From an optimization exercise on the open Yosys and OpenROAD flow, aimed at small area, a short achievable clock period and few clock cycles; shortcuts taken in it are not production practice.
In this exercise RTL edits were held to simulation tests only and were not proved equivalent to the original.
Power is estimated from default activity; no workload was simulated.

==> design/flow/design.v <==
`timescale 1ns/1ps
module alu (
    input      [31:0] op_a,
    input      [31:0] op_b,
    input      [3:0]  alu_ctrl,
    output reg [31:0] result,
    output            zero
);
    localparam ALU_ADD  = 4'b0000;
    localparam ALU_SUB  = 4'b0001;
    localparam ALU_AND  = 4'b0010;
    localparam ALU_OR   = 4'b0011;
    localparam ALU_XOR  = 4'b0100;
    localparam ALU_SLT  = 4'b0101;
    localparam ALU_SLTU = 4'b0110;
    localparam ALU_SLL  = 4'b0111;
    localparam ALU_SRL  = 4'b1000;
    localparam ALU_SRA  = 4'b1001;
    always @(*) begin
        case (alu_ctrl)
            ALU_ADD:  result = op_a + op_b;
            ALU_SUB:  result = op_a - op_b;
            ALU_AND:  result = op_a & op_b;
            ALU_OR:   result = op_a | op_b;
            ALU_XOR:  result = op_a ^ op_b;
            ALU_SLT:  result = ($signed(op_a) < $signed(op_b)) ? 32'h1 : 32'h0;
            ALU_SLTU: result = (op_a < op_b) ? 32'h1 : 32'h0;
            ALU_SLL:  result = op_a << op_b[4:0];
            ALU_SRL:  result = op_a >> op_b[4:0];
            ALU_SRA:  result = $signed(op_a) >>> op_b[4:0];
            default:  result = 32'h0;
        endcase
    end
    assign zero = (result == 32'h0);
endmodule
`timescale 1ns/1ps
module alu_control (
    input      [1:0] alu_op,
    input      [2:0] funct3,
    input      [6:0] funct7,
    output reg [3:0] alu_ctrl
);
    localparam ALU_ADD  = 4'b0000;
    localparam ALU_SUB  = 4'b0001;
    localparam ALU_AND  = 4'b0010;
    localparam ALU_OR   = 4'b0011;
    localparam ALU_XOR  = 4'b0100;
    localparam ALU_SLT  = 4'b0101;
    localparam ALU_SLTU = 4'b0110;
    localparam ALU_SLL  = 4'b0111;
    localparam ALU_SRL  = 4'b1000;
    localparam ALU_SRA  = 4'b1001;
    always @(*) begin
        case (alu_op)
            2'b00: alu_ctrl = ALU_ADD;
            2'b01: alu_ctrl = ALU_SUB;
            2'b10: begin
                case (funct3)
                    3'b000: begin
                        if (funct7[5])
                            alu_ctrl = ALU_SUB;
                        else
                            alu_ctrl = ALU_ADD;
                    end
                    3'b111: alu_ctrl = ALU_AND;
                    3'b110: alu_ctrl = ALU_OR;
                    3'b100: alu_ctrl = ALU_XOR;
                    3'b010: alu_ctrl = ALU_SLT;
                    3'b011: alu_ctrl = ALU_SLTU;
                    3'b001: alu_ctrl = ALU_SLL;
                    3'b101: begin
                        if (funct7[5])
                            alu_ctrl = ALU_SRA;
                        else
                            alu_ctrl = ALU_SRL;
                    end
                    default: alu_ctrl = ALU_ADD;
                endcase
            end
            2'b11: begin
                case (funct3)
                    3'b000: alu_ctrl = ALU_ADD;
                    3'b111: alu_ctrl = ALU_AND;
                    3'b110: alu_ctrl = ALU_OR;
                    3'b100: alu_ctrl = ALU_XOR;
                    3'b010: alu_ctrl = ALU_SLT;
                    3'b011: alu_ctrl = ALU_SLTU;
                    3'b001: alu_ctrl = ALU_SLL;
                    3'b101: begin
                        if (funct7[5])
                            alu_ctrl = ALU_SRA;
                        else
                            alu_ctrl = ALU_SRL;
                    end
                    default: alu_ctrl = ALU_ADD;
                endcase
            end
            default: alu_ctrl = ALU_ADD;
        endcase
    end
endmodule
`timescale 1ns/1ps
module branch_unit (
    input             branch_en,
    input      [2:0]  funct3,
    input      [31:0] op_a,
    input      [31:0] op_b,
    output reg        branch_taken
);
    localparam F3_BEQ = 3'b000;
    localparam F3_BNE = 3'b001;
    localparam F3_BLT = 3'b100;
    localparam F3_BGE = 3'b101;
    localparam F3_BLTU = 3'b110;
    localparam F3_BGEU = 3'b111;
    always @(*) begin
        if (!branch_en) begin
            branch_taken = 1'b0;
        end else begin
            case (funct3)
                F3_BEQ: branch_taken = (op_a == op_b);
                F3_BNE: branch_taken = (op_a != op_b);
                F3_BLT: branch_taken = ($signed(op_a) < $signed(op_b));
                F3_BGE: branch_taken = ($signed(op_a) >= $signed(op_b));
                F3_BLTU: branch_taken = (op_a < op_b);
                F3_BGEU: branch_taken = (op_a >= op_b);
                default: branch_taken = 1'b0;
            endcase
        end
    end
endmodule
`timescale 1ns/1ps
module control_unit (
    input      [6:0] opcode,
    output reg        reg_write,
    output reg        mem_read,
    output reg        mem_write,
    output reg        mem_to_reg,
    output reg        alu_src,
    output reg        branch,
    output reg        jump,
    output reg        jump_reg,
    output reg        lui,
    output reg        auipc,
    output reg [1:0]  alu_op
);
    localparam OPCODE_RTYPE  = 7'b0110011;
    localparam OPCODE_ITYPE  = 7'b0010011;
    localparam OPCODE_LOAD   = 7'b0000011;
    localparam OPCODE_STORE  = 7'b0100011;
    localparam OPCODE_BRANCH = 7'b1100011;
    localparam OPCODE_JAL    = 7'b1101111;
    localparam OPCODE_JALR   = 7'b1100111;
    localparam OPCODE_LUI    = 7'b0110111;
    localparam OPCODE_AUIPC  = 7'b0010111;
    always @(*) begin
        reg_write = 1'b0;
        mem_read  = 1'b0;
        mem_write = 1'b0;
        mem_to_reg = 1'b0;
        alu_src   = 1'b0;
        branch    = 1'b0;
        jump      = 1'b0;
        jump_reg  = 1'b0;
        lui       = 1'b0;
        auipc     = 1'b0;
        alu_op    = 2'b00;
        case (opcode)
            OPCODE_RTYPE: begin
                reg_write = 1'b1;
                alu_src   = 1'b0;
                alu_op    = 2'b10;
            end
            OPCODE_ITYPE: begin
                reg_write = 1'b1;
                alu_src   = 1'b1;
                alu_op    = 2'b11;
            end
            OPCODE_LOAD: begin
                reg_write = 1'b1;
                mem_read  = 1'b1;
                mem_to_reg = 1'b1;
                alu_src   = 1'b1;
                alu_op    = 2'b00;
            end
            OPCODE_STORE: begin
                mem_write = 1'b1;
                alu_src   = 1'b1;
                alu_op    = 2'b00;
            end
            OPCODE_BRANCH: begin
                branch    = 1'b1;
                alu_op    = 2'b01;
            end
            OPCODE_JAL: begin
                reg_write = 1'b1;
                jump      = 1'b1;
                alu_op    = 2'b00;
            end
            OPCODE_JALR: begin
                reg_write = 1'b1;
                jump_reg  = 1'b1;
                alu_src   = 1'b1;
                alu_op    = 2'b00;
            end
            OPCODE_LUI: begin
                reg_write = 1'b1;
                lui       = 1'b1;
                alu_src   = 1'b1;
                alu_op    = 2'b00;
            end
            OPCODE_AUIPC: begin
                reg_write = 1'b1;
                auipc     = 1'b1;
                alu_src   = 1'b1;
                alu_op    = 2'b00;
            end
            default: begin
            end
        endcase
    end
endmodule
`timescale 1ns/1ps
module ex_mem_reg (
    input             clk,
    input             rst_n,
    input             reg_write_in,
    input             mem_read_in,
    input             mem_write_in,
    input             mem_to_reg_in,
    input             jump_in,
    input      [31:0] alu_result_in,
    input      [31:0] rs2_data_in,
    input      [31:0] pc_plus4_in,
    input      [4:0]  rd_in,
    output reg        reg_write_out,
    output reg        mem_read_out,
    output reg        mem_write_out,
    output reg        mem_to_reg_out,
    output reg        jump_out,
    output reg [31:0] alu_result_out,
    output reg [31:0] rs2_data_out,
    output reg [31:0] pc_plus4_out,
    output reg [4:0]  rd_out
);
    always @(posedge clk) begin
        if (!rst_n) begin
            reg_write_out  <= 1'b0;
            mem_read_out   <= 1'b0;
            mem_write_out  <= 1'b0;
            mem_to_reg_out <= 1'b0;
            jump_out       <= 1'b0;
            alu_result_out <= 32'h0000_0000;
            rs2_data_out   <= 32'h0000_0000;
            pc_plus4_out   <= 32'h0000_0000;
            rd_out         <= 5'd0;
        end else begin
            reg_write_out  <= reg_write_in;
            mem_read_out   <= mem_read_in;
            mem_write_out  <= mem_write_in;
            mem_to_reg_out <= mem_to_reg_in;
            jump_out       <= jump_in;
            alu_result_out <= alu_result_in;
            rs2_data_out   <= rs2_data_in;
            pc_plus4_out   <= pc_plus4_in;
            rd_out         <= rd_in;
        end
    end
endmodule
`timescale 1ns/1ps
module forwarding_unit (
    input        ex_mem_reg_write,
    input  [4:0] ex_mem_rd,
    input        mem_wb_reg_write,
    input  [4:0] mem_wb_rd,
    input  [4:0] id_ex_rs1,
    input  [4:0] id_ex_rs2,
    output reg [1:0] forward_a,
    output reg [1:0] forward_b
);
    always @(*) begin
        forward_a = 2'b00;
        forward_b = 2'b00;
        if (ex_mem_reg_write && (ex_mem_rd != 5'd0) && (ex_mem_rd == id_ex_rs1)) begin
            forward_a = 2'b10;
        end else if (mem_wb_reg_write && (mem_wb_rd != 5'd0) && (mem_wb_rd == id_ex_rs1)) begin
            forward_a = 2'b01;
        end
        if (ex_mem_reg_write && (ex_mem_rd != 5'd0) && (ex_mem_rd == id_ex_rs2)) begin
            forward_b = 2'b10;
        end else if (mem_wb_reg_write && (mem_wb_rd != 5'd0) && (mem_wb_rd == id_ex_rs2)) begin
            forward_b = 2'b01;
        end
    end
endmodule
`timescale 1ns/1ps
module hazard_unit (
    input        id_ex_mem_read,
    input  [4:0] id_ex_rd,
    input  [4:0] if_id_rs1,
    input  [4:0] if_id_rs2,
    output reg   pc_write_en,
    output reg   if_id_write_en,
    output reg   id_ex_flush
);
    always @(*) begin
        if (id_ex_mem_read && (id_ex_rd != 5'd0) &&
            ((id_ex_rd == if_id_rs1) || (id_ex_rd == if_id_rs2))) begin
            pc_write_en   = 1'b0;
            if_id_write_en = 1'b0;
            id_ex_flush   = 1'b1;
        end else begin
            pc_write_en   = 1'b1;
            if_id_write_en = 1'b1;
            id_ex_flush   = 1'b0;
        end
    end
endmodule
`timescale 1ns/1ps
module id_ex_reg (
    input             clk,
    input             rst_n,
    input             flush,
    input             reg_write_in,
    input             mem_read_in,
    input             mem_write_in,
    input             mem_to_reg_in,
    input             alu_src_in,
    input             branch_in,
    input             jump_in,
    input             jump_reg_in,
    input             lui_in,
    input             auipc_in,
    input      [1:0]  alu_op_in,
    input      [31:0] pc_in,
    input      [31:0] rs1_data_in,
    input      [31:0] rs2_data_in,
    input      [31:0] imm_i_in,
    input      [31:0] imm_s_in,
    input      [31:0] imm_b_in,
    input      [31:0] imm_u_in,
    input      [31:0] imm_j_in,
    input      [4:0]  rs1_in,
    input      [4:0]  rs2_in,
    input      [4:0]  rd_in,
    input      [2:0]  funct3_in,
    input      [6:0]  funct7_in,
    output reg        reg_write_out,
    output reg        mem_read_out,
    output reg        mem_write_out,
    output reg        mem_to_reg_out,
    output reg        alu_src_out,
    output reg        branch_out,
    output reg        jump_out,
    output reg        jump_reg_out,
    output reg        lui_out,
    output reg        auipc_out,
    output reg [1:0]  alu_op_out,
    output reg [31:0] pc_out,
    output reg [31:0] rs1_data_out,
    output reg [31:0] rs2_data_out,
    output reg [31:0] imm_i_out,
    output reg [31:0] imm_s_out,
    output reg [31:0] imm_b_out,
    output reg [31:0] imm_u_out,
    output reg [31:0] imm_j_out,
    output reg [4:0]  rs1_out,
    output reg [4:0]  rs2_out,
    output reg [4:0]  rd_out,
    output reg [2:0]  funct3_out,
    output reg [6:0]  funct7_out
);
    always @(posedge clk) begin
        if (!rst_n || flush) begin
            reg_write_out <= 1'b0;
            mem_read_out  <= 1'b0;
            mem_write_out <= 1'b0;
            mem_to_reg_out <= 1'b0;
            alu_src_out   <= 1'b0;
            branch_out    <= 1'b0;
            jump_out      <= 1'b0;
            jump_reg_out  <= 1'b0;
            lui_out       <= 1'b0;
            auipc_out     <= 1'b0;
            alu_op_out    <= 2'b00;
            pc_out        <= 32'h0000_0000;
            rs1_data_out  <= 32'h0000_0000;
            rs2_data_out  <= 32'h0000_0000;
            imm_i_out     <= 32'h0000_0000;
            imm_s_out     <= 32'h0000_0000;
            imm_b_out     <= 32'h0000_0000;
            imm_u_out     <= 32'h0000_0000;
            imm_j_out     <= 32'h0000_0000;
            rs1_out       <= 5'd0;
            rs2_out       <= 5'd0;
            rd_out        <= 5'd0;
            funct3_out    <= 3'd0;
            funct7_out    <= 7'd0;
        end else begin
            reg_write_out <= reg_write_in;
            mem_read_out  <= mem_read_in;
            mem_write_out <= mem_write_in;
            mem_to_reg_out <= mem_to_reg_in;
            alu_src_out   <= alu_src_in;
            branch_out    <= branch_in;
            jump_out      <= jump_in;
            jump_reg_out  <= jump_reg_in;
            lui_out       <= lui_in;
            auipc_out     <= auipc_in;
            alu_op_out    <= alu_op_in;
            pc_out        <= pc_in;
            rs1_data_out  <= rs1_data_in;
            rs2_data_out  <= rs2_data_in;
            imm_i_out     <= imm_i_in;
            imm_s_out     <= imm_s_in;
            imm_b_out     <= imm_b_in;
            imm_u_out     <= imm_u_in;
            imm_j_out     <= imm_j_in;
            rs1_out       <= rs1_in;
            rs2_out       <= rs2_in;
            rd_out        <= rd_in;
            funct3_out    <= funct3_in;
            funct7_out    <= funct7_in;
        end
    end
endmodule
`timescale 1ns/1ps
module if_id_reg (
    input             clk,
    input             rst_n,
    input             write_en,
    input             flush,
    input      [31:0] pc_in,
    input      [31:0] instr_in,
    output reg [31:0] pc_out,
    output reg [31:0] instr_out
);
    localparam NOP = 32'h0000_0013;  
    always @(posedge clk) begin
        if (!rst_n) begin
            pc_out    <= 32'h0000_0000;
            instr_out <= NOP;
        end else if (flush) begin
            pc_out    <= 32'h0000_0000;
            instr_out <= NOP;
        end else if (write_en) begin
            pc_out    <= pc_in;
            instr_out <= instr_in;
        end
    end
endmodule
`timescale 1ns/1ps
module immediate_generator (
    input      [31:0] instr,
    output reg [31:0] imm_i,
    output reg [31:0] imm_s,
    output reg [31:0] imm_b,
    output reg [31:0] imm_u,
    output reg [31:0] imm_j
);
    always @(*) begin
        imm_i = {{20{instr[31]}}, instr[31:20]};
        imm_s = {{20{instr[31]}}, instr[31:25], instr[11:7]};
        imm_b = {{19{instr[31]}}, instr[31], instr[7], instr[30:25], instr[11:8], 1'b0};
        imm_u = {instr[31:12], 12'b0};
        imm_j = {{11{instr[31]}}, instr[31], instr[19:12], instr[20], instr[30:21], 1'b0};
    end
endmodule
`timescale 1ns/1ps
module mem_wb_reg (
    input             clk,
    input             rst_n,
    input             reg_write_in,
    input             mem_to_reg_in,
    input             jump_in,
    input      [31:0] alu_result_in,
    input      [31:0] mem_data_in,
    input      [31:0] pc_plus4_in,
    input      [4:0]  rd_in,
    output reg        reg_write_out,
    output reg        mem_to_reg_out,
    output reg        jump_out,
    output reg [31:0] alu_result_out,
    output reg [31:0] mem_data_out,
    output reg [31:0] pc_plus4_out,
    output reg [4:0]  rd_out
);
    always @(posedge clk) begin
        if (!rst_n) begin
            reg_write_out  <= 1'b0;
            mem_to_reg_out <= 1'b0;
            jump_out       <= 1'b0;
            alu_result_out <= 32'h0000_0000;
            mem_data_out   <= 32'h0000_0000;
            pc_plus4_out   <= 32'h0000_0000;
            rd_out         <= 5'd0;
        end else begin
            reg_write_out  <= reg_write_in;
            mem_to_reg_out <= mem_to_reg_in;
            jump_out       <= jump_in;
            alu_result_out <= alu_result_in;
            mem_data_out   <= mem_data_in;
            pc_plus4_out   <= pc_plus4_in;
            rd_out         <= rd_in;
        end
    end
endmodule
`timescale 1ns/1ps
module program_counter (
    input              clk,
    input              rst_n,
    input              pc_write_en,
    input      [31:0]  pc_next,
    output reg [31:0]  pc_current
);
    always @(posedge clk) begin
        if (!rst_n) begin
            pc_current <= 32'h0000_0000;
        end else if (pc_write_en) begin
            pc_current <= pc_next;
        end
    end
endmodule
`timescale 1ns/1ps
module register_file (
    input             clk,
    input             rst_n,
    input             reg_write_en,
    input      [4:0]  rs1_addr,
    input      [4:0]  rs2_addr,
    input      [4:0]  rd_addr,
    input      [31:0] rd_data,
    output     [31:0] rs1_data,
    output     [31:0] rs2_data
);
    reg [31:0] regs [0:31];
    integer i;
    always @(posedge clk) begin
        if (!rst_n) begin
            for (i = 0; i < 32; i = i + 1) begin
                regs[i] <= 32'h0000_0000;
            end
        end else if (reg_write_en && (rd_addr != 5'd0)) begin
            regs[rd_addr] <= rd_data;
        end
    end
    assign rs1_data = (rs1_addr == 5'd0) ? 32'h0000_0000 :
                      (reg_write_en && (rd_addr == rs1_addr)) ? rd_data : regs[rs1_addr];
    assign rs2_data = (rs2_addr == 5'd0) ? 32'h0000_0000 :
                      (reg_write_en && (rd_addr == rs2_addr)) ? rd_data : regs[rs2_addr];
endmodule
`timescale 1ns/1ps
module riscv_core_top (
    input         clk,
    input         rst_n,
    output [31:0] imem_addr,
    input  [31:0] imem_rdata,
    output        dmem_read,
    output        dmem_write,
    output [31:0] dmem_addr,
    output [31:0] dmem_wdata,
    input  [31:0] dmem_rdata
);
    wire [31:0] pc_current;
    wire [31:0] pc_next;
    wire [31:0] pc_plus4 = pc_current + 32'd4;
    wire [31:0] instr;
    wire [31:0] if_id_pc;
    wire [31:0] if_id_instr;
    wire [6:0] opcode = if_id_instr[6:0];
    wire [4:0] rs1 = if_id_instr[19:15];
    wire [4:0] rs2 = if_id_instr[24:20];
    wire [4:0] rd  = if_id_instr[11:7];
    wire [2:0] funct3 = if_id_instr[14:12];
    wire [6:0] funct7 = if_id_instr[31:25];
    wire [31:0] rs1_data;
    wire [31:0] rs2_data;
    wire [31:0] imm_i;
    wire [31:0] imm_s;
    wire [31:0] imm_b;
    wire [31:0] imm_u;
    wire [31:0] imm_j;
    wire        reg_write;
    wire        mem_read;
    wire        mem_write;
    wire        mem_to_reg;
    wire        alu_src;
    wire        branch;
    wire        jump;
    wire        jump_reg;
    wire        lui;
    wire        auipc;
    wire [1:0]  alu_op;
    wire pc_write_en;
    wire if_id_write_en;
    wire id_ex_flush;
    wire        id_ex_reg_write;
    wire        id_ex_mem_read;
    wire        id_ex_mem_write;
    wire        id_ex_mem_to_reg;
    wire        id_ex_alu_src;
    wire        id_ex_branch;
    wire        id_ex_jump;
    wire        id_ex_jump_reg;
    wire        id_ex_lui;
    wire        id_ex_auipc;
    wire [1:0]  id_ex_alu_op;
    wire [31:0] id_ex_pc;
    wire [31:0] id_ex_rs1_data;
    wire [31:0] id_ex_rs2_data;
    wire [31:0] id_ex_imm_i;
    wire [31:0] id_ex_imm_s;
    wire [31:0] id_ex_imm_b;
    wire [31:0] id_ex_imm_u;
    wire [31:0] id_ex_imm_j;
    wire [4:0]  id_ex_rs1;
    wire [4:0]  id_ex_rs2;
    wire [4:0]  id_ex_rd;
    wire [2:0]  id_ex_funct3;
    wire [6:0]  id_ex_funct7;
    wire [1:0] forward_a;
    wire [1:0] forward_b;
    wire [3:0] alu_ctrl;
    wire [31:0] alu_result;
    wire alu_zero;
    wire [31:0] wb_write_data;
    wire [31:0] ex_rs1_forward = (forward_a == 2'b10) ? ex_mem_alu_result :
                                 (forward_a == 2'b01) ? wb_write_data :
                                 id_ex_rs1_data;
    wire [31:0] ex_rs2_forward = (forward_b == 2'b10) ? ex_mem_alu_result :
                                 (forward_b == 2'b01) ? wb_write_data :
                                 id_ex_rs2_data;
    wire [31:0] imm_alu = (id_ex_lui || id_ex_auipc) ? id_ex_imm_u :
                          (id_ex_mem_write) ? id_ex_imm_s :
                          id_ex_imm_i;
    wire [31:0] alu_in1 = (id_ex_auipc) ? id_ex_pc :
                          (id_ex_lui)   ? 32'h0000_0000 :
                          ex_rs1_forward;
    wire [31:0] alu_in2 = (id_ex_alu_src) ? imm_alu : ex_rs2_forward;
    wire [31:0] ex_pc_plus4 = id_ex_pc + 32'd4;
    wire branch_taken;
    wire [31:0] branch_target = id_ex_pc + id_ex_imm_b;
    wire [31:0] jal_target    = id_ex_pc + id_ex_imm_j;
    wire [31:0] jalr_target   = (ex_rs1_forward + id_ex_imm_i) & 32'hFFFF_FFFE;
    wire take_branch = (id_ex_branch && branch_taken) || id_ex_jump || id_ex_jump_reg;
    wire [31:0] pc_target = id_ex_jump_reg ? jalr_target :
                            id_ex_jump     ? jal_target  :
                            branch_target;
    wire        ex_mem_reg_write;
    wire        ex_mem_mem_read;
    wire        ex_mem_mem_write;
    wire        ex_mem_mem_to_reg;
    wire        ex_mem_jump;
    wire [31:0] ex_mem_alu_result;
    wire [31:0] ex_mem_rs2_data;
    wire [31:0] ex_mem_pc_plus4;
    wire [4:0]  ex_mem_rd;
    wire [31:0] mem_read_data;
    wire        mem_wb_reg_write;
    wire        mem_wb_mem_to_reg;
    wire        mem_wb_jump;
    wire [31:0] mem_wb_alu_result;
    wire [31:0] mem_wb_mem_data;
    wire [31:0] mem_wb_pc_plus4;
    wire [4:0]  mem_wb_rd;
    wire if_id_flush = take_branch;
    wire id_ex_flush_ctl = take_branch;
    program_counter pc_u (
        .clk(clk),
        .rst_n(rst_n),
        .pc_write_en(pc_write_en),
        .pc_next(pc_next),
        .pc_current(pc_current)
    );
    assign imem_addr = pc_current;
    assign instr     = imem_rdata;
    if_id_reg if_id_u (
        .clk(clk),
        .rst_n(rst_n),
        .write_en(if_id_write_en),
        .flush(if_id_flush),
        .pc_in(pc_current),
        .instr_in(instr),
        .pc_out(if_id_pc),
        .instr_out(if_id_instr)
    );
    register_file rf_u (
        .clk(clk),
        .rst_n(rst_n),
        .reg_write_en(mem_wb_reg_write),
        .rs1_addr(rs1),
        .rs2_addr(rs2),
        .rd_addr(mem_wb_rd),
        .rd_data(wb_write_data),
        .rs1_data(rs1_data),
        .rs2_data(rs2_data)
    );
    immediate_generator imm_gen_u (
        .instr(if_id_instr),
        .imm_i(imm_i),
        .imm_s(imm_s),
        .imm_b(imm_b),
        .imm_u(imm_u),
        .imm_j(imm_j)
    );
    control_unit ctrl_u (
        .opcode(opcode),
        .reg_write(reg_write),
        .mem_read(mem_read),
        .mem_write(mem_write),
        .mem_to_reg(mem_to_reg),
        .alu_src(alu_src),
        .branch(branch),
        .jump(jump),
        .jump_reg(jump_reg),
        .lui(lui),
        .auipc(auipc),
        .alu_op(alu_op)
    );
    hazard_unit hazard_u (
        .id_ex_mem_read(id_ex_mem_read),
        .id_ex_rd(id_ex_rd),
        .if_id_rs1(rs1),
        .if_id_rs2(rs2),
        .pc_write_en(pc_write_en),
        .if_id_write_en(if_id_write_en),
        .id_ex_flush(id_ex_flush)
    );
    id_ex_reg id_ex_u (
        .clk(clk),
        .rst_n(rst_n),
        .flush(id_ex_flush || id_ex_flush_ctl),
        .reg_write_in(reg_write),
        .mem_read_in(mem_read),
        .mem_write_in(mem_write),
        .mem_to_reg_in(mem_to_reg),
        .alu_src_in(alu_src),
        .branch_in(branch),
        .jump_in(jump),
        .jump_reg_in(jump_reg),
        .lui_in(lui),
        .auipc_in(auipc),
        .alu_op_in(alu_op),
        .pc_in(if_id_pc),
        .rs1_data_in(rs1_data),
        .rs2_data_in(rs2_data),
        .imm_i_in(imm_i),
        .imm_s_in(imm_s),
        .imm_b_in(imm_b),
        .imm_u_in(imm_u),
        .imm_j_in(imm_j),
        .rs1_in(rs1),
        .rs2_in(rs2),
        .rd_in(rd),
        .funct3_in(funct3),
        .funct7_in(funct7),
        .reg_write_out(id_ex_reg_write),
        .mem_read_out(id_ex_mem_read),
        .mem_write_out(id_ex_mem_write),
        .mem_to_reg_out(id_ex_mem_to_reg),
        .alu_src_out(id_ex_alu_src),
        .branch_out(id_ex_branch),
        .jump_out(id_ex_jump),
        .jump_reg_out(id_ex_jump_reg),
        .lui_out(id_ex_lui),
        .auipc_out(id_ex_auipc),
        .alu_op_out(id_ex_alu_op),
        .pc_out(id_ex_pc),
        .rs1_data_out(id_ex_rs1_data),
        .rs2_data_out(id_ex_rs2_data),
        .imm_i_out(id_ex_imm_i),
        .imm_s_out(id_ex_imm_s),
        .imm_b_out(id_ex_imm_b),
        .imm_u_out(id_ex_imm_u),
        .imm_j_out(id_ex_imm_j),
        .rs1_out(id_ex_rs1),
        .rs2_out(id_ex_rs2),
        .rd_out(id_ex_rd),
        .funct3_out(id_ex_funct3),
        .funct7_out(id_ex_funct7)
    );
    forwarding_unit fwd_u (
        .ex_mem_reg_write(ex_mem_reg_write),
        .ex_mem_rd(ex_mem_rd),
        .mem_wb_reg_write(mem_wb_reg_write),
        .mem_wb_rd(mem_wb_rd),
        .id_ex_rs1(id_ex_rs1),
        .id_ex_rs2(id_ex_rs2),
        .forward_a(forward_a),
        .forward_b(forward_b)
    );
    alu_control alu_ctrl_u (
        .alu_op(id_ex_alu_op),
        .funct3(id_ex_funct3),
        .funct7(id_ex_funct7),
        .alu_ctrl(alu_ctrl)
    );
    alu alu_u (
        .op_a(alu_in1),
        .op_b(alu_in2),
        .alu_ctrl(alu_ctrl),
        .result(alu_result),
        .zero(alu_zero)
    );
    branch_unit br_u (
        .branch_en(id_ex_branch),
        .funct3(id_ex_funct3),
        .op_a(ex_rs1_forward),
        .op_b(ex_rs2_forward),
        .branch_taken(branch_taken)
    );
    assign pc_next = take_branch ? pc_target : pc_plus4;
    ex_mem_reg ex_mem_u (
        .clk(clk),
        .rst_n(rst_n),
        .reg_write_in(id_ex_reg_write),
        .mem_read_in(id_ex_mem_read),
        .mem_write_in(id_ex_mem_write),
        .mem_to_reg_in(id_ex_mem_to_reg),
        .jump_in(id_ex_jump || id_ex_jump_reg),
        .alu_result_in(alu_result),
        .rs2_data_in(ex_rs2_forward),
        .pc_plus4_in(ex_pc_plus4),
        .rd_in(id_ex_rd),
        .reg_write_out(ex_mem_reg_write),
        .mem_read_out(ex_mem_mem_read),
        .mem_write_out(ex_mem_mem_write),
        .mem_to_reg_out(ex_mem_mem_to_reg),
        .jump_out(ex_mem_jump),
        .alu_result_out(ex_mem_alu_result),
        .rs2_data_out(ex_mem_rs2_data),
        .pc_plus4_out(ex_mem_pc_plus4),
        .rd_out(ex_mem_rd)
    );
    assign dmem_read     = ex_mem_mem_read;
    assign dmem_write    = ex_mem_mem_write;
    assign dmem_addr     = ex_mem_alu_result;
    assign dmem_wdata    = ex_mem_rs2_data;
    assign mem_read_data = ex_mem_mem_read ? dmem_rdata : 32'h0000_0000;
    mem_wb_reg mem_wb_u (
        .clk(clk),
        .rst_n(rst_n),
        .reg_write_in(ex_mem_reg_write),
        .mem_to_reg_in(ex_mem_mem_to_reg),
        .jump_in(ex_mem_jump),
        .alu_result_in(ex_mem_alu_result),
        .mem_data_in(mem_read_data),
        .pc_plus4_in(ex_mem_pc_plus4),
        .rd_in(ex_mem_rd),
        .reg_write_out(mem_wb_reg_write),
        .mem_to_reg_out(mem_wb_mem_to_reg),
        .jump_out(mem_wb_jump),
        .alu_result_out(mem_wb_alu_result),
        .mem_data_out(mem_wb_mem_data),
        .pc_plus4_out(mem_wb_pc_plus4),
        .rd_out(mem_wb_rd)
    );
    assign wb_write_data = mem_wb_jump ? mem_wb_pc_plus4 :
                           mem_wb_mem_to_reg ? mem_wb_mem_data :
                           mem_wb_alu_result;
endmodule
==> design/flow/run.sh <==
#!/bin/bash
# synth_recipe.tcl (not shown) runs the flow's synth.tcl, then flattens the netlist and writes it again
# the make line also repeats each setting of config.mk as NAME=value (left out here)
make -C /OpenROAD-flow-scripts/flow DESIGN_CONFIG=/design/flow/config.mk WORK_HOME=/design/flow/orfs CLKGATE_MAP_FILE= SYNTH_SCRIPT=/design/flow/synth_recipe.tcl finish
==> design/flow/config.mk <==
export PLATFORM = sky130hd
export DESIGN_NAME = riscv_core_top
export DESIGN_NICKNAME = riscv_core_top
export VERILOG_FILES = /design/flow/design.v
export SDC_FILE = /design/flow/constraint.sdc
export NUM_CORES = 4
export LEC_CHECK = 0
export CAP_MARGIN = 20
export CORE_MARGIN = 2
export CORE_UTILIZATION = 45
export PLACE_DENSITY = 0.6
export SLEW_MARGIN = 20
==> design/flow/constraint.sdc <==
create_clock -name core_clock -period 8.0 [get_ports {clk}]
set_input_delay 1.6000 -clock core_clock [delete_from_list [all_inputs] [get_ports {clk}]]
set_output_delay 1.6000 -clock core_clock [all_outputs]
set_load 0.01 [all_outputs]
==> results.yml <==
outcome:
  outcome: "complete, no violations"
setup_path:
  regToRegEndpoint: "id_ex_u.rs2_data_out[16]"
  worst_path_dominant_cell_family: "simple AND/OR/NAND/NOR gates"
  timing.critical_path.buf_inv: 2
  critical_path.max_fanout: 39
  critPathArrivalTime_ns: 7.95
  critical_path.slowest_cell: "or2_2"
  worstPathCellList: "or3_4, o311ai_2, or2_2, buf_4, nor2_1, a21oi_1, nor2_1, a21oi_1, ha_1, nand4_1, nor4_1, nand2_1, a31oi_1, nor4_1, a311oi_1, a22o_2, and3_2, o21ai_2, buf_4, a211oi_1"
  critPathRequiredTime_ns: 8.62
  critPathKind: "flop to flop"
  r2r_slack_ns: 0.68
  worst-r2r-cell-count: 20
  critPathLaunchType: "flop"
  critical_path.endpoint_type: "flop"
  r2r-start: "mem_wb_u.rd_out[4]"
  max_incr_delay_on_cp_ns: 0.73
global_routing:
  grt_first_pass_wirelength_um: 473000
  globalRouteOverflowTotal: 0
  grt_antenna_before_repair: 14
  track_usage_pct: 35.9
  first_global_vias: 62600
  grt_start_max_net_pins: 143
synthesis:
  netlist_top_cells_area: "edfxtp_1 (37%), mux4_2 (15%), dfxtp_1 (11%)"
  synthDominantAreaCellType: "edfxtp_1"
  post-synth-top-area-fraction_pct: 37.3
  dominantRegCellSynth: "edfxtp_1"
  synthesis.instances: 7344
  synth.avg_cell_area_sq_um: 11.2
  synthMostInstantiatedCell: "nor2_1"
  yosysWarningCount: 13
  synth-edff-count: 1024
  synth.ff_latch_count: 1461
  synth_async_sr_flop_share_pct: 0
  seq_area_frac_synth_pct: 47.9
  synth_cell_type_count: 99
  syn-cell-area_sq_um: 82400
  yosys-top-cells-count: "nor2_1 (1421), edfxtp_1 (1024), mux4_2 (558)"
sta:
  max_freq_mhz: 137
  rsz0062_at_grt: "false"
  slew_viol_final: 0
  setup_tns_ns: 0
  timing.final.setup_violations: 0
  worstMarginPinSlew_ns: 1.25
  fin_worst_skew_ns: 0.0536
  post-route-period-util_pct: 91.5
  slew_headroom_pct: 16.8
  period_minus_slack_ns: 7.32
  final_hold_viol_count: 0
power_and_ir_drop:
  power_leakage_nw: 32.6
  worst_ir_drop_vdd_uv: 179
  power_mw: 19.8
  cellPowerDensity_nw_per_um2: 215
floorplanning:
  fp.dieH_um: 432
  num_rows: 157
  dieArea_sq_um: 187000
  core_area_sq_um: 182000
  initial_utilization_pct: 45.2
  die-width_um: 432
  i_o_pin_cnt: 164
worst_hold_path:
  hold_class: "flop to flop"
  worst_hold_startpoint: "ex_mem_u.pc_plus4_out[16]"
  hold-path-cell-count: 1
  holdPathEnd: "mem_wb_u.pc_plus4_out[16]"
routing:
  vias_after_detailed_routing: 65400
  wirelength_um: 340000
  maxUsedRoutingLayer: "met5"
  drtIter0Drc: 9894
  met3_length_um: 38500
  drt-wirelength-per-cell_um: 34.7
  met2RoutedLength_um: 151000
  detail_route.wirelength.met1_um: 123000
  route.detailed.vias_per_inst: 6.67
  firstDrtPassIters: 8
  antenna_violating_nets_post_route: 0
  drc: 0
layout:
  number_of_fill_cells_in_the_layout: 16000
  stdcell_count: 9805
  fin_area_sq_um: 92300
  layout.nets: 7546
  layout-drive-gt1-share_pct: 17.6
  final_core_utilization_pct: 50.6
  areaGrowthSynthToFinish_pct: 12.0
place:
  dp.cells: 9509
  detailed_place_hpwl_um: 224000
  placedInstanceArea_sq_um: 87100
  portBuffers: 163
  place.gp.congestion: 1.04
clocking:
  cts.sink_count: 1461
  total_cts_buffers: 158
  clock-root-buffer: "clkbuf_16"
  clockBufferDepth: 3
  clkLatencyLatePin_ns: 0.83
  cts_max_level: 4
  cts.reportedPaths.clkPinSlew_ns: 0.06
  postCtsSetupRepairBufs: 0
  postCtsHoldBufs: 0
  cts_tree: "built"
  post_cts_resized: 0
flow_run:
  drv_cap: 0
[stage by stage]
| stage | hold slack (ns) | worst slack [ns] |
|---|---|---|
| final | 0.415 | 0.676 |
| after global routing | 0.445 | 0.444 |
| after CTS | 0.424 | 0.913 |
| after detailed placement | 0.418 | 0.923 |
| after global placement | 0.413 | 1.11 |
| after floorplan | 0.412 | 2.94 |
[registers in the layout (all words and copies together) (netlist names), 2 cells and up]
register	count
ex_mem_u.alu_result_out	32
if_id_u.instr_out	32
id_ex_u.funct3_out	2
id_ex_u.rs1_out	4
ex_mem_u.pc_plus4_out	32
ex_mem_u.rd_out	5
if_id_u.pc_out	32
mem_wb_u.mem_data_out	32
id_ex_u.rs2_data_out	32
pc_u.pc_current	32
id_ex_u.alu_op_out	2
id_ex_u.rs1_data_out	32
mem_wb_u.rd_out	5
mem_wb_u.pc_plus4_out	32
id_ex_u.rs2_out	4
id_ex_u.rd_out	4
id_ex_u.imm_j_out	5
id_ex_u.pc_out	32
rf_u.regs	1024
id_ex_u.funct7_out	5
ex_mem_u.rs2_data_out	32
mem_wb_u.alu_result_out	32
[logic make-up after synthesis]
| group | synth area share, % |
|---|---|
| buffers and inverters | 3.82 |
| AND/OR/NAND/NOR | 13.3 |
| flip-flops | 47.9 |
| AO/OA/AOI/OAI | 10.5 |
| multiplexers | 20.0 |
| other | 0.00455 |
| XOR/XNOR | 1.48 |
| adder cells (fa/ha/maj) | 3.00 |
[final cells by class]
cell class | count | area [sq um] | share of cell area (%)
diodes | 5 | 12.5 | 0.0136
inverters | 143 | 547 | 0.592
repair buffers | 398 | 3550 | 3.85
clock inverters | 88 | 945 | 1.02
well taps | 2385 | 2980 | 3.23
multi-input cells | 5123 | 40500 | 43.8
flip-flops and latches | 1461 | 39500 | 42.8
clock buffers | 202 | 4260 | 4.62
[how the worst max path moves through the flow]
stage                  startpoint                     endpoint  cells past startpoint  slack (ns)
5_1_grt        mem_wb_u.rd_out[4]     id_ex_u.rs2_data_out[16]                     20        0.44
2_1_floorplan  mem_wb_u.rd_out[4]  ex_mem_u.alu_result_out[29]                     24        2.94
4_1_cts        mem_wb_u.rd_out[4]          pc_u.pc_current[29]                     20        0.91
6_report       mem_wb_u.rd_out[4]     id_ex_u.rs2_data_out[16]                     20        0.68
3_5_place_dp   mem_wb_u.rd_out[4]          pc_u.pc_current[29]                     20        0.92
3_3_place_gp   mem_wb_u.rd_out[4]          pc_u.pc_current[29]                     20        1.11
[per-layer routing]
layer	vias to the layer above	GRT usage (%)
met1	32600	45.7
met4	4	24.4
met5	-	0.390
li1	27100	-
met2	4680	54.5
met3	1006	8.31
[cell usage in the layout, fill, tap and decap left out, drive strengths merged, types with 74 or more instances in the layout]
cell              n
xnor2            81
a211oi           78
nand3            74
o21ai           194
buf             236
mux4            558
mux2i           289
ha              191
nand2           543
edfxtp         1024
dfxtp           437
nor2           1422
inv             149
and3             75
clkbuf          202
clkdlybuf4s50   162
mux2             89
and2            155
a21oi           434
[report_power, final]
group	total (mW)	leakage, nW	switching (mW)	internal [mW]
clock	7.47	2.55	3.27	4.20
combinational	3.65	15.9	2.36	1.29
sequential	8.71	14.1	0.348	8.36
total	19.8	32.6	5.98	13.9
Testbench counts, summed over its fixed seeds: cycles 158,676.

-- separate check: timing with driven ports --
No port has a modelled driver above. Below, the same layout with a new extraction and two added sets of constraints. Step 1 (the two cells are an assumption about what drives the block):
set clk [get_ports {clk}]
set_driving_cell -lib_cell sky130_fd_sc_hd__clkbuf_16 $clk
set_driving_cell -lib_cell sky130_fd_sc_hd__buf_2 [delete_from_list [all_inputs] $clk]
Step 2, shift: input delay + t, output delay - t, t = (earliest + latest rising clock arrival at the registers) / 2. This alone moves slack from input paths to output paths. a / b / c = ideal / step 1 / step 2; a / b = the first two.
shift t [ns]: 0.886
setup WS [ns]: 0.676 / 0.676 / 0.676
hold slack, ns: 0.415 / 0.415 / 0.415
worst data-port slew with drivers (ns): 0.07
After both steps this run still meets setup and hold. For this run, drivers alone change the setup slack by 0.000 ns; drivers and shift together by 0.000 ns.
